From an optimization exercise on the open Yosys and OpenROAD flow, aimed at a short achievable clock period and few clock cycles; shortcuts taken in it are not production practice.
RTL that was checked went through simulation tests only; none was proved equivalent to the original.
The flow treats the clock pin as an ideal source, which a real chip does not have.
No activity file was given, so power comes from the tool's default toggle rates.

==> flow/design.v (excerpt) <==
module rv32i_core (
    input  logic Rst,
    input  logic Clk,
    output logic [31:0] imem_addr,
    input  logic [31:0] imem_rdata,
    output logic        dmem_re,
    output logic        dmem_we,
    output logic [1:0]  dmem_size,
    output logic [31:0] dmem_addr,
    output logic [31:0] dmem_wdata,
    input  logic [31:0] dmem_rdata,
    output logic        retire_valid,
    output logic [31:0] retire_pc,
    output logic        retire_we,
    output logic [4:0]  retire_rd,
    output logic [31:0] retire_wdata
);
    localparam int BI   = 4;             
    localparam int BN   = 1 << BI;       
    localparam int TH   = 15;            
    localparam int TW   = TH - BI - 1;
    localparam int GH   = 15;            
    localparam int LW   = 6;             
    localparam logic [LW-1:0] LMAX = '1;
    logic        stall, redirect;
    logic [31:0] pc_f, pcx_f, ia_f;
    logic        first, first2;
    logic        v_d;
    logic [31:0] ir_d, pc_d;
    logic        pt_d;
    logic [GH:2] ptgt_d;
    logic        v_e;
    logic [31:0] pc_e, pc4_e, tgt_e;
    logic [GH:2] ptgt_e;
    logic        pt_e;
    logic [31:0] a_e, b_e, sd_e;
    logic        fa_e, fb_e, fs_e;
    logic        sub_e, sra_e;
    logic        s_add_e, s_sll_e, s_slt_e, s_sltu_e, s_xor_e, s_srx_e, s_or_e, s_and_e, s_link_e;
    logic        is_br_e, is_jalr_e, is_ld_e, is_st_e, is_ctl_e, we_e;
    logic        c_eq_e, c_lt_e, c_ltu_e, c_inv_e;
    logic        force_tk_e, m_nt_e;
    logic [4:0]  rd_e;
    logic [2:0]  f3_e;
    logic        v_m, re_m, st_m, we_m, is_ld_m, upd_m, tk_m, rdr_m;
    logic [31:0] pc_m, res_m, addr_m, sd_m, tgt_m, rpt_m, rpn_m;
    logic [4:0]  rd_m;
    logic        lb_m, lh_m, ls_m;
    logic [1:0]  sz_m;
  ...
==> flow/config.mk <==
export PLATFORM = sky130hd
export DESIGN_NAME = rv32i_core
export DESIGN_NICKNAME = rv32i_core
export VERILOG_FILES = /design/flow/design.v
export SDC_FILE = /design/flow/constraint.sdc
export NUM_CORES = 8
export LEC_CHECK = 0
export ABC_CLOCK_PERIOD_IN_PS = 3500
export CAP_MARGIN = 30
export CORE_MARGIN = 2
export CORE_UTILIZATION = 40
export GPL_TIMING_DRIVEN = 1
export SLEW_MARGIN = 20
==> flow/constraint.sdc <==
create_clock -name core_clock -period 12.0 [get_ports {Clk}]
set_input_delay 2.4000 -clock core_clock [delete_from_list [all_inputs] [get_ports {Clk}]]
set_output_delay 2.4000 -clock core_clock [all_outputs]
set_load 0.01 [all_outputs]
standard.sh (not shown) runs the stock make flow with config.mk's settings and CLKGATE_MAP_FILE= SYNTH_SCRIPT=/design/flow/synth_recipe.tcl, a recipe that flattens the netlist after the stock synthesis.
==> flow/flow/run.sh <==
#!/bin/bash
set -euo pipefail
bash standard.sh SETUP_SLACK_MARGIN=8.5 TNS_END_PERCENT=100 finish > standard_flow.log 2>&1
Rerun with:
- CTS_CLUSTER_DIAMETER: default -> 70
- CTS_CLUSTER_SIZE: default -> 24
Result:
- design area drops by 3.2%
- utilization fell by 1.6 points
- hold slack improved by 0.011 ns
- worst setup slack hardly moves
- total power is lower by 12%
No run of this note included a check of the RTL's function; only the layout flow was run.

========
rv32i_core, a different RTL version from the one above (not shown whole).
Size in the first run: about 6800 cells after synthesis, ~240 I/O pins, roughly 110000 µm² of cells after synthesis.
==> flow/config.mk <==
export PLATFORM = sky130hd
export DESIGN_NAME = rv32i_core
export DESIGN_NICKNAME = rv32i_core
export VERILOG_FILES = /design/flow/design.v
export SDC_FILE = /design/flow/constraint.sdc
export NUM_CORES = 8
export LEC_CHECK = 0
export ABC_CLOCK_PERIOD_IN_PS = 3500
export CAP_MARGIN = 30
export CORE_MARGIN = 2
export CORE_UTILIZATION = 40
export GPL_TIMING_DRIVEN = 1
export SLEW_MARGIN = 20
==> flow/constraint.sdc <==
create_clock -name core_clock -period 12.0 [get_ports {Clk}]
set_input_delay 2.4000 -clock core_clock [delete_from_list [all_inputs] [get_ports {Clk}]]
set_output_delay 2.4000 -clock core_clock [all_outputs]
set_load 0.01 [all_outputs]
==> flow/flow/run.sh <==
#!/bin/bash
set -euo pipefail
export MOVE_MIN_GAP=0.3
bash standard.sh SETUP_SLACK_MARGIN=8.5 TNS_END_PERCENT=100 MATCH_CELL_FOOTPRINT=0 \
  POST_GLOBAL_PLACE_TCL=$PWD/flow/post_gpl.tcl finish > standard_flow.log 2>&1
==> flow/flow/post_gpl.tcl <==
# Move each flip-flop that drives only an output port's buffer next to that
# buffer, when its data input has timing slack to spare.
set block [ord::get_db_block]
set moved 0
foreach port [get_ports -filter "direction == output"] {
  set pnet [get_nets [get_full_name $port]]
  foreach drv [get_pins -of_objects $pnet -filter "direction == output"] {
    set buf [get_cells -of_objects $drv]
    set bin [get_pins -of_objects $buf -filter "direction == input"]
    set inet [get_nets -of_objects $bin]
    if {[llength [get_pins -of_objects $inet]] != 2} { continue }
    foreach d2 [get_pins -of_objects $inet -filter "direction == output"] {
      set ff [get_cells -of_objects $d2]
      if {[llength [get_pins -of_objects $ff -filter "name == CLK"]] != 1} { continue }
      set dpin [get_pins -of_objects $ff -filter "name == D"]
      if {[llength $dpin] != 1} { continue }
      set ds [get_property $dpin slack_max]
      set os [get_property $port slack_max]
      if {$ds - $os < $::env(MOVE_MIN_GAP)} { continue }
      set bi [sta::sta_to_db_inst $buf]
      set fi [sta::sta_to_db_inst $ff]
      lassign [$bi getLocation] x y
      $fi setLocation $x $y
      incr moved
    }
  }
}
puts "post_gpl: moved $moved output flip-flops next to their port buffers"
estimate_parasitics -placement
Then changed:
==> flow/flow/run.sh (replaced) <==
#!/bin/bash
set -euo pipefail
export MOVE_MIN_GAP=0.3
bash standard.sh SETUP_SLACK_MARGIN=8.5 TNS_END_PERCENT=100 MATCH_CELL_FOOTPRINT=0 SETUP_MOVE_SEQUENCE=unbuffer,sizeup,swap,clone \
  POST_GLOBAL_PLACE_TCL=$PWD/flow/post_gpl.tcl finish > standard_flow.log 2>&1
What happened: The changed run went through all stages and came out clean. Die area stays the same. Global-route usage came out lower by 0.31 points. Clock skew stays flat. Total power went down by 0.33%. Setup slack gets worse by 0.12 ns. Final area stays flat. Cell count is lower by 1.1%.
No functional check of the RTL was part of any run of this note.

========
Setup of run A:
Another version of the RTL of rv32i_core (not shown whole).
For scale: roughly 2100 flip-flops, roughly 240 I/O pins.
export LEC_CHECK = 0
export ABC_CLOCK_PERIOD_IN_PS = 3500
export CAP_MARGIN = 30
export CORE_MARGIN = 2
export CORE_UTILIZATION = 50
export GPL_TIMING_DRIVEN = 1
export SLEW_MARGIN = 20
create_clock -name core_clock -period 12.0 [get_ports {Clk}]
==> flow/flow/run.sh <==
#!/bin/bash
set -euo pipefail
bash standard.sh SETUP_SLACK_MARGIN=8.5 TNS_END_PERCENT=100 finish > standard_flow.log 2>&1
Run A completed every stage of the flow, and the final layout passed the timing, DRC and antenna checks.
Testbench counts of run A, summed over its fixed seeds: cycles 870,632.
The following lists how run B was set up differently from run A:
- changing CORE_UTILIZATION from 50 to 40
--- outcome ---
- Re worst setup margin: run A was higher than run B.
- Compared run B vs run A, and cell area is up in run B.
- Run B vs run A, instance count: run B higher
- Sort run A and run B by diode insertion count for antenna repair, ascending, and run A comes first.
- Run B ended up with imem_addr[2] as its worst setup path endpoint; run A ended up with imem_addr[4].
- Run A and run B ended up with nearly the same largest incremental delay on the critical path.
- Number of gates resized after cts (run B over run A): decrease, about 0.46%
- Changes observed in run B relative to run A: placed cell area went up, cell area power density went down.
- On weighted congestion reported at the end of routability-driven placement, run A and run B are basically level.
Input changes introduced in run C (baseline for comparison: run B):
- an added CTS_CLUSTER_DIAMETER of 100
- an added CTS_CLUSTER_SIZE of 30
Notes after the runs:
- Run C finished all stages; the layout is clean.
- Going from run B to run C, count of vias placed by the detailed router -about 1.8%; ratio of routed vias to standard cells +about 0.37%; hold slack +0.0067 ns.
- In run C relative to run B, final area had gone down by a few percent.
- Run C vs run B: initial antenna violation count down by a few percent
- From run C to run B, count of final hold-check violations did not move at all.

========
== run 1 ==
rv32i_core, a different RTL version from the one above (not shown whole).
For scale: ~2200 flip-flops, about 240 I/O pins, ~98000 µm² of cells after synthesis.
export LEC_CHECK = 0
export ABC_CLOCK_PERIOD_IN_PS = 3500
export CAP_MARGIN = 30
export CORE_MARGIN = 2
export CORE_UTILIZATION = 40
export GPL_TIMING_DRIVEN = 1
export SLEW_MARGIN = 20
create_clock -name core_clock -period 12.0 [get_ports {Clk}]
==> flow/flow/run.sh <==
#!/bin/bash
set -euo pipefail
bash standard.sh SETUP_SLACK_MARGIN=8.8 TNS_END_PERCENT=100 finish > standard_flow.log 2>&1
What run 2 does differently from run 1 at the input level:
==> flow/flow/run.sh <==
#!/bin/bash
set -euo pipefail
bash standard.sh SETUP_SLACK_MARGIN=8.2 TNS_END_PERCENT=100 finish > standard_flow.log 2>&1
Notes after the runs:
- Run 2: full flow OK, the timing, DRC and antenna checks passed
- Between run 2 and run 1, it is run 2 whose fraction of power consumed by the clock network is higher, by 1.7 points.
- Diff run 1 -> run 2: number of optimization iterations in the first detailed-route pass increased 1, worst slack on hold paths picked up an extra 0.017 ns.
- Number of tap cells inserted: run 1 vs run 2 identical
- Setup slack: higher on run 2
- Of run 1 and run 2, the run reporting the higher depth of the worst register-to-register path was run 2.
- Of run 1 and run 2, run 1 shows the higher non-filler instance count after layout, with run 2 below it.
- Via count | run 2 below run 1
- met1 layer wirelength in the final routing went down by a few percent going from run 1 to run 2.
- Run 1 -> run 2: count of flip-flops with a built-in enable after synthesis delta 0, exact match
- When the final numbers for run 1 and run 2 were put side by side, the portion of the layout cell area used by non-clock buffers turned out to be greater in run 1.
What run 3 does differently from run 2 at the input level:
==> flow/flow/run.sh <==
#!/bin/bash
set -euo pipefail
bash standard.sh SETUP_SLACK_MARGIN=8.5 TNS_END_PERCENT=100 MATCH_CELL_FOOTPRINT=0 finish > standard_flow.log 2>&1
Results
Run 3 did not stop at any stage, and its layout met the timing, DRC and antenna checks.
Non-clock buffer count delta for run 3 relative to run 2: 180 higher
Per the comparison of run 3 with run 2, number of iterations in the first detailed-routing pass lost 1; top achievable clock speed picked up an extra 0.00098 GHz; number of placed I/O pins neither gained nor lost much.
Edits applied to the flow inputs when going from run 3 to run 4:
==> flow/flow/run.sh <==
#!/bin/bash
set -euo pipefail
bash standard.sh SETUP_SLACK_MARGIN=8.5 TNS_END_PERCENT=100 finish > standard_flow.log 2>&1
Notes after the runs:
In the tables for run 3 and run 4, overall power of the completed layout reads higher with run 3.
Any difference in area added between synthesis and finish between run 4 and run 3 is small enough to ignore.
Switching power share of the total for run 4 is higher than for run 3.
Comparing run 3 and run 4, the lower post-CTS setup buffer count was measured on run 4.
The termination of the worst setup path comes out imem_addr[8] in one run and imem_addr[11] in the other, namely in run 4 and run 3 respectively.
The setup slack of run 4 is smaller than that of run 3.
Changes observed in run 4 relative to run 3: global-route usage neither gained nor lost much, share of the final layout cell area in sequential cells neither gained nor lost much.
Function was not checked in any run of this note: the RTL went through the layout flow alone.

========
Another version of the RTL of rv32i_core (not shown whole).
Size: roughly 2,200 flip-flops, about 240 I/O pins, about 99,000 µm² of cells after synthesis.
// rv32i_core
module rv32i_core (
    input  logic Rst,
    input  logic Clk,
    output logic [31:0] imem_addr,
    input  logic [31:0] imem_rdata,
    output logic        dmem_re,
    output logic        dmem_we,
    output logic [1:0]  dmem_size,
    output logic [31:0] dmem_addr,
    output logic [31:0] dmem_wdata,
    input  logic [31:0] dmem_rdata,
    output logic        retire_valid,
    output logic [31:0] retire_pc,
    output logic        retire_we,
    output logic [4:0]  retire_rd,
    output logic [31:0] retire_wdata
);
clock: 12.0 ns
lec_check: 0
abc_clock_period_in_ps: 3500
cap_margin: 30
core_margin: 2
core_utilization: 40
gpl_timing_driven: 1
slew_margin: 20
==> flow/flow/run.sh <==
#!/bin/bash
set -euo pipefail
export MOVE_PATTERNS='ret_* st_m* re_m* sz_m* sd_m*'
bash standard.sh SETUP_SLACK_MARGIN=8.5 TNS_END_PERCENT=100 MATCH_CELL_FOOTPRINT=0 \
  POST_RESIZE_TCL=$PWD/flow/post_rsz.tcl finish > standard_flow.log 2>&1
==> flow/flow/post_rsz.tcl <==
# Move each flip-flop that drives only an output port's buffer, and whose name
# matches one of MOVE_PATTERNS, next to that buffer (detailed placement then
# legalizes it).
set block [ord::get_db_block]
set moved 0
foreach port [get_ports -filter "direction == output"] {
  set pnet [get_nets [get_full_name $port]]
  foreach drv [get_pins -of_objects $pnet -filter "direction == output"] {
    set buf [get_cells -of_objects $drv]
    set bin [get_pins -of_objects $buf -filter "direction == input"]
    set inet [get_nets -of_objects $bin]
    if {[llength [get_pins -of_objects $inet]] != 2} { continue }
    foreach d2 [get_pins -of_objects $inet -filter "direction == output"] {
      set ff [get_cells -of_objects $d2]
      if {[llength [get_pins -of_objects $ff -filter "name == CLK"]] != 1} { continue }
      set name [get_full_name $ff]
      set hit 0
      foreach pat $::env(MOVE_PATTERNS) { if {[string match $pat $name]} { set hit 1 } }
      if {!$hit} { continue }
      set bi [sta::sta_to_db_inst $buf]
      set fi [sta::sta_to_db_inst $ff]
      lassign [$bi getLocation] x y
      $fi setLocation $x $y
      incr moved
    }
  }
}
puts "post_rsz: moved $moved output flip-flops next to their port buffers"
estimate_parasitics -placement
The first run ran to the end with no violations.
Then changed:
Settings changed: ABC_CLOCK_PERIOD_IN_PS 3500 to 2000.
Result: Sequential power is about the same. Register-to-register slack hardly moves. Total power does not change. Worst setup slack stays the same.
No run of this note included a check of the RTL's function; only the layout flow was run.

========
Setup of v58:
Another version of the RTL of rv32i_core (not shown whole).
For scale: roughly 6800 cells after synthesis, roughly 2200 flip-flops, roughly 240 I/O pins, ~0.10 mm^2 of cells after synthesis.
clock: 12.0 ns
lec_check: 0
abc_clock_period_in_ps: 3500
cap_margin: 30
core_margin: 2
core_utilization: 40
gpl_timing_driven: 1
slew_margin: 20
==> flow/flow/run.sh <==
#!/bin/bash
set -euo pipefail
export MOVE_PATTERNS='ret_* st_m* re_m* sz_m* sd_m*'
bash standard.sh SETUP_SLACK_MARGIN=8.5 TNS_END_PERCENT=100 MATCH_CELL_FOOTPRINT=0 GLOBAL_PLACEMENT_ARGS=-virtual_cts \
  POST_RESIZE_TCL=$PWD/flow/post_rsz.tcl finish > standard_flow.log 2>&1
Scripts as last shown in full above: flow/flow/post_rsz.tcl
v58 finished end to end and its layout was clean on timing, DRC and antenna.
For v16, these inputs were changed with respect to v58:
==> flow/flow/run.sh <==
#!/bin/bash
set -euo pipefail
export MOVE_PATTERNS='ret_* st_m* re_m* sz_m* sd_m*'
bash standard.sh SETUP_SLACK_MARGIN=8.5 TNS_END_PERCENT=100 MATCH_CELL_FOOTPRINT=0 \
  POST_RESIZE_TCL=$PWD/flow/post_rsz.tcl finish > standard_flow.log 2>&1
### Flow results
- Delta (v16 minus v58): count of clock-buffer cells in the layout went down; initial antenna violation count went up.
- Total power of v16 is higher than that of v58.
- rdr_m as the critical path capture point was reported by v58, and res_m[28] by v16.
- Sequential share of layout area: lower on v16
- Final setup slack of the worst path on v16 is ahead of v58.
[inputs] v23 vs v16
==> flow/flow/run.sh <==
#!/bin/bash
set -euo pipefail
export MOVE_PATTERNS='ret_* st_m* re_m* sz_m* sd_m*'
bash standard.sh SETUP_SLACK_MARGIN=8.3 TNS_END_PERCENT=100 MATCH_CELL_FOOTPRINT=0 \
  POST_RESIZE_TCL=$PWD/flow/post_rsz.tcl finish > standard_flow.log 2>&1
==> comparison <==
- v23 completed; timing, DRC and antenna clean
- Relative to v16, the number of filler instances in the final layout of v23 is higher by 217.
- v16 → v23: met2 layer wire length in the routed design fell about 1.8%; hold slack rose 0.031 ns; fraction of power consumed by the clock network fell 0.7 points; clock-net power fell about 4%; met1 routed wirelength after detailed routing fell 1.9%.
- Cmp v23 vs v16: layout buffering overhead excluding clock cells lower in v23
- Comparing all-layer global routing usage for v16 and v23, the smaller number came from v23.
Function was not checked in any run of this note: the RTL went through the layout flow alone.

========
Another version of the RTL of rv32i_core (not shown whole).
Size in the first run: about 7100 cells after synthesis, ~2300 flip-flops, ~240 I/O pins, ~100000 um^2 of cells after synthesis.
==> flow/config.mk <==
export PLATFORM = sky130hd
export DESIGN_NAME = rv32i_core
export DESIGN_NICKNAME = rv32i_core
export VERILOG_FILES = /design/flow/design.v
export SDC_FILE = /design/flow/constraint.sdc
export NUM_CORES = 8
export LEC_CHECK = 0
export ABC_CLOCK_PERIOD_IN_PS = 3500
export CAP_MARGIN = 30
export CORE_MARGIN = 2
export CORE_UTILIZATION = 40
export GPL_TIMING_DRIVEN = 1
export SLEW_MARGIN = 20
==> flow/constraint.sdc <==
create_clock -name core_clock -period 12.0 [get_ports {Clk}]
set_input_delay 2.4000 -clock core_clock [delete_from_list [all_inputs] [get_ports {Clk}]]
set_output_delay 2.4000 -clock core_clock [all_outputs]
set_load 0.01 [all_outputs]
==> flow/flow/run.sh <==
#!/bin/bash
set -euo pipefail
export MOVE_PATTERNS='ret_* st_m* re_m* sz_m* sd_m*'
export EXTRA_MARGINS='8.0 8.5 8.5'
bash standard.sh SETUP_SLACK_MARGIN=8.5 TNS_END_PERCENT=100 MATCH_CELL_FOOTPRINT=0 \
  POST_RESIZE_TCL=$PWD/flow/post_rsz.tcl POST_CTS_TCL=$PWD/flow/post_cts_rep.tcl \
  finish > standard_flow.log 2>&1
==> flow/flow/post_cts_rep.tcl <==
# More rounds of setup repair after clock tree synthesis, aiming at rising
# margins.
foreach m $::env(EXTRA_MARGINS) {
  repair_timing -setup -setup_margin $m -repair_tns 100 -verbose
  detailed_placement
  estimate_parasitics -placement
}
report_worst_slack -max
Scripts as last shown in full above: flow/flow/post_rsz.tcl
Change:
==> flow/flow/run.sh (replaced) <==
#!/bin/bash
set -euo pipefail
export MOVE_PATTERNS='ret_* st_m* re_m* sz_m* sd_m*'
bash standard.sh SETUP_SLACK_MARGIN=8.5 TNS_END_PERCENT=100 MATCH_CELL_FOOTPRINT=0 \
  POST_RESIZE_TCL=$PWD/flow/post_rsz.tcl finish > standard_flow.log 2>&1
removed: flow/flow/post_cts_rep.tcl
Effect:
- routed wire length hardly moves
- cell count hardly moves
- register-to-register slack got worse by 0.04 ns
- power is about the same
- first-iteration DRC count went down by 2.6%
- clock skew barely changes
- hold slack is about the same
- clock-buffer cell count stays the same
- sequential share of layout area hardly moves
Change:
==> flow/flow/run.sh (replaced) <==
#!/bin/bash
set -euo pipefail
export MOVE_PATTERNS='ret_* st_m* re_m* sz_m* sd_m*'
export SPLIT_CLOCK_PORT=Clk
export EXTRA_MARGINS='8.0 8.5 8.5'
bash standard.sh SETUP_SLACK_MARGIN=8.5 TNS_END_PERCENT=100 MATCH_CELL_FOOTPRINT=0 \
  POST_RESIZE_TCL=$PWD/flow/post_rsz.tcl POST_CTS_TCL=$PWD/flow/post_cts_split.tcl \
  finish > standard_flow.log 2>&1
==> flow/flow/post_cts_split.tcl (new file) <==
# Split the clock tree's root buffer in two: a second root buffer, also
# driven by the clock port, takes over the half of the root's loads that lie
# on one side; each root is placed at the centre of its loads.
set block [ord::get_db_block]
set db [ord::get_db]
set cport $::env(SPLIT_CLOCK_PORT)
set cnet [$block findNet $cport]
set root ""
foreach it [$cnet getITerms] {
  if {[$it isInputSignal]} { set root [$it getInst] }
}
set rnet [[$root findITerm X] getNet]
set loads {}
foreach it [$rnet getITerms] {
  if {[$it isInputSignal]} {
    lassign [[$it getInst] getLocation] x y
    lappend loads [list $it $x $y]
  }
}
set n [llength $loads]
# split along the longer side of the loads' bounding box, at the median
set xs [lsort -integer [lmap l $loads {lindex $l 1}]]
set ys [lsort -integer [lmap l $loads {lindex $l 2}]]
set dx [expr {[lindex $xs end] - [lindex $xs 0]}]
set dy [expr {[lindex $ys end] - [lindex $ys 0]}]
set k [expr {$dx >= $dy ? 1 : 2}]
set sorted [lsort -integer -index $k $loads]
set half [expr {$n / 2}]
set g1 [lrange $sorted 0 [expr {$half - 1}]]
set g2 [lrange $sorted $half end]
set master [$db findMaster [[$root getMaster] getName]]
set root2 [odb::dbInst_create $block $master "[$root getName]_b"]
set net2 [odb::dbNet_create $block "[$rnet getName]_b"]
$net2 setSigType CLOCK
[$root2 findITerm A] connect $cnet
[$root2 findITerm X] connect $net2
foreach l $g2 { set it [lindex $l 0]; $it disconnect; $it connect $net2 }
proc centre {g} {
  set sx 0; set sy 0
  foreach l $g { set sx [expr {$sx + [lindex $l 1]}]; set sy [expr {$sy + [lindex $l 2]}] }
  list [expr {$sx / [llength $g]}] [expr {$sy / [llength $g]}]
}
lassign [centre $g1] x1 y1
lassign [centre $g2] x2 y2
$root setLocation $x1 $y1
$root2 setLocation $x2 $y2
$root2 setPlacementStatus PLACED
puts "split_root: [$root getName] keeps [llength $g1] loads, [$root2 getName] takes [llength $g2]"
detailed_placement
estimate_parasitics -placement

# More rounds of setup repair after clock tree synthesis, aiming at rising
# margins.
foreach m $::env(EXTRA_MARGINS) {
  repair_timing -setup -setup_margin $m -repair_tns 100 -verbose
  detailed_placement
  estimate_parasitics -placement
}
report_worst_slack -max
Design area came out higher by 0.44%; synthesized area does not change; die area stays the same; core utilization climbs by 0.22 points; setup slack improves by 0.013 ns; routed wire length barely changes; first-iteration DRC count falls by about 0.7%; via count hardly moves; synthesized cell count is unchanged; worst hold slack hardly moves; clock power stays flat.
Function was not checked in any run of this note: the RTL went through the layout flow alone.

## static timing again, ports no longer ideal
The flow's constraints put no driver on any port. The routed layouts listed below were extracted and timed again, unchanged, in two steps. Step 1: set_driving_cell puts a clkbuf_16 on Clk and a buf_2 on each other input, an assumption about the parent block. Step 2 moves the port delays by t, midway between the first and last clock arrival at a register: inputs arrive t later, outputs are due t later. That takes back most of the time a late clock gives input paths. Slacks: ideal / step 1 / step 2; pairs: ideal / step 1.
run | t, ns | setup WS [ns] | worst hold slack (ns) | worst data-port slew with drivers (ns) | cell pins on the clock port's net
the first run of note 1 | 0.984 | 8.070 / 7.966 / 7.545 | 0.299 / 0.299 / 0.299 | 0.28 | 1
the second run of note 1 | 0.948 | 8.070 / 7.957 / 7.500 | 0.310 / 0.310 / 0.310 | 0.27 | 1
the first run of note 2 | 1.004 | 8.159 / 8.050 / 7.389 | 0.314 / 0.314 / 0.314 | 0.22 | 1
the second run of note 2 | 1.012 | 8.036 / 7.942 / 7.427 | 0.312 / 0.312 / 0.312 | 0.22 | 1
run A | 0.966 | 7.944 / 7.845 / 7.623 | 0.313 / 0.313 / 0.313 | 0.05 | 1
run B | 0.969 | 7.939 / 7.831 / 7.582 | 0.326 / 0.326 / 0.326 | 0.16 | 1
run C | 0.875 | 8.001 / 7.911 / 7.892 | 0.333 / 0.333 / 0.333 | 0.14 | 1
run 1 | 0.961 | 8.028 / 7.937 / 7.851 | 0.298 / 0.298 / 0.298 | 0.20 | 1
run 2 | 0.939 | 8.096 / 8.010 / 7.278 | 0.315 / 0.315 / 0.315 | 0.18 | 1
run 3 | 0.952 | 8.111 / 8.022 / 7.531 | 0.304 / 0.304 / 0.304 | 0.17 | 1
run 4 | 0.945 | 8.108 / 8.017 / 7.563 | 0.327 / 0.327 / 0.327 | 0.15 | 1
the first run of note 5 | 0.978 | 8.134 / 8.045 / 7.501 | 0.323 / 0.323 / 0.323 | 0.25 | 1
the second run of note 5 | 0.978 | 8.134 / 8.045 / 7.501 | 0.323 / 0.323 / 0.323 | 0.25 | 1
v58 | 0.962 | 7.950 / 7.950 / 7.482 | 0.315 / 0.315 / 0.315 | 0.25 | 1
v16 | 0.956 | 8.186 / 8.136 / 7.354 | 0.283 / 0.283 / 0.283 | 0.24 | 1
v23 | 0.984 | 8.101 / 8.101 / 7.261 | 0.314 / 0.314 / 0.314 | 0.23 | 1
the first run of note 7 | 0.967 | 8.146 / 8.133 / 7.535 | 0.323 / 0.323 / 0.323 | 0.25 | 1
the second run of note 7 | 0.964 | 8.109 / 8.109 / 7.552 | 0.322 / 0.322 / 0.322 | 0.27 | 1
the third run of note 7 | 0.853 | 8.122 / 8.122 / 7.682 | 0.322 / 0.322 / 0.322 | 0.24 | 2
After both steps setup and hold are still met in every run listed. For v23, which loses most, drivers alone change the setup slack by 0.000 ns; drivers and shift together by -0.840 ns.
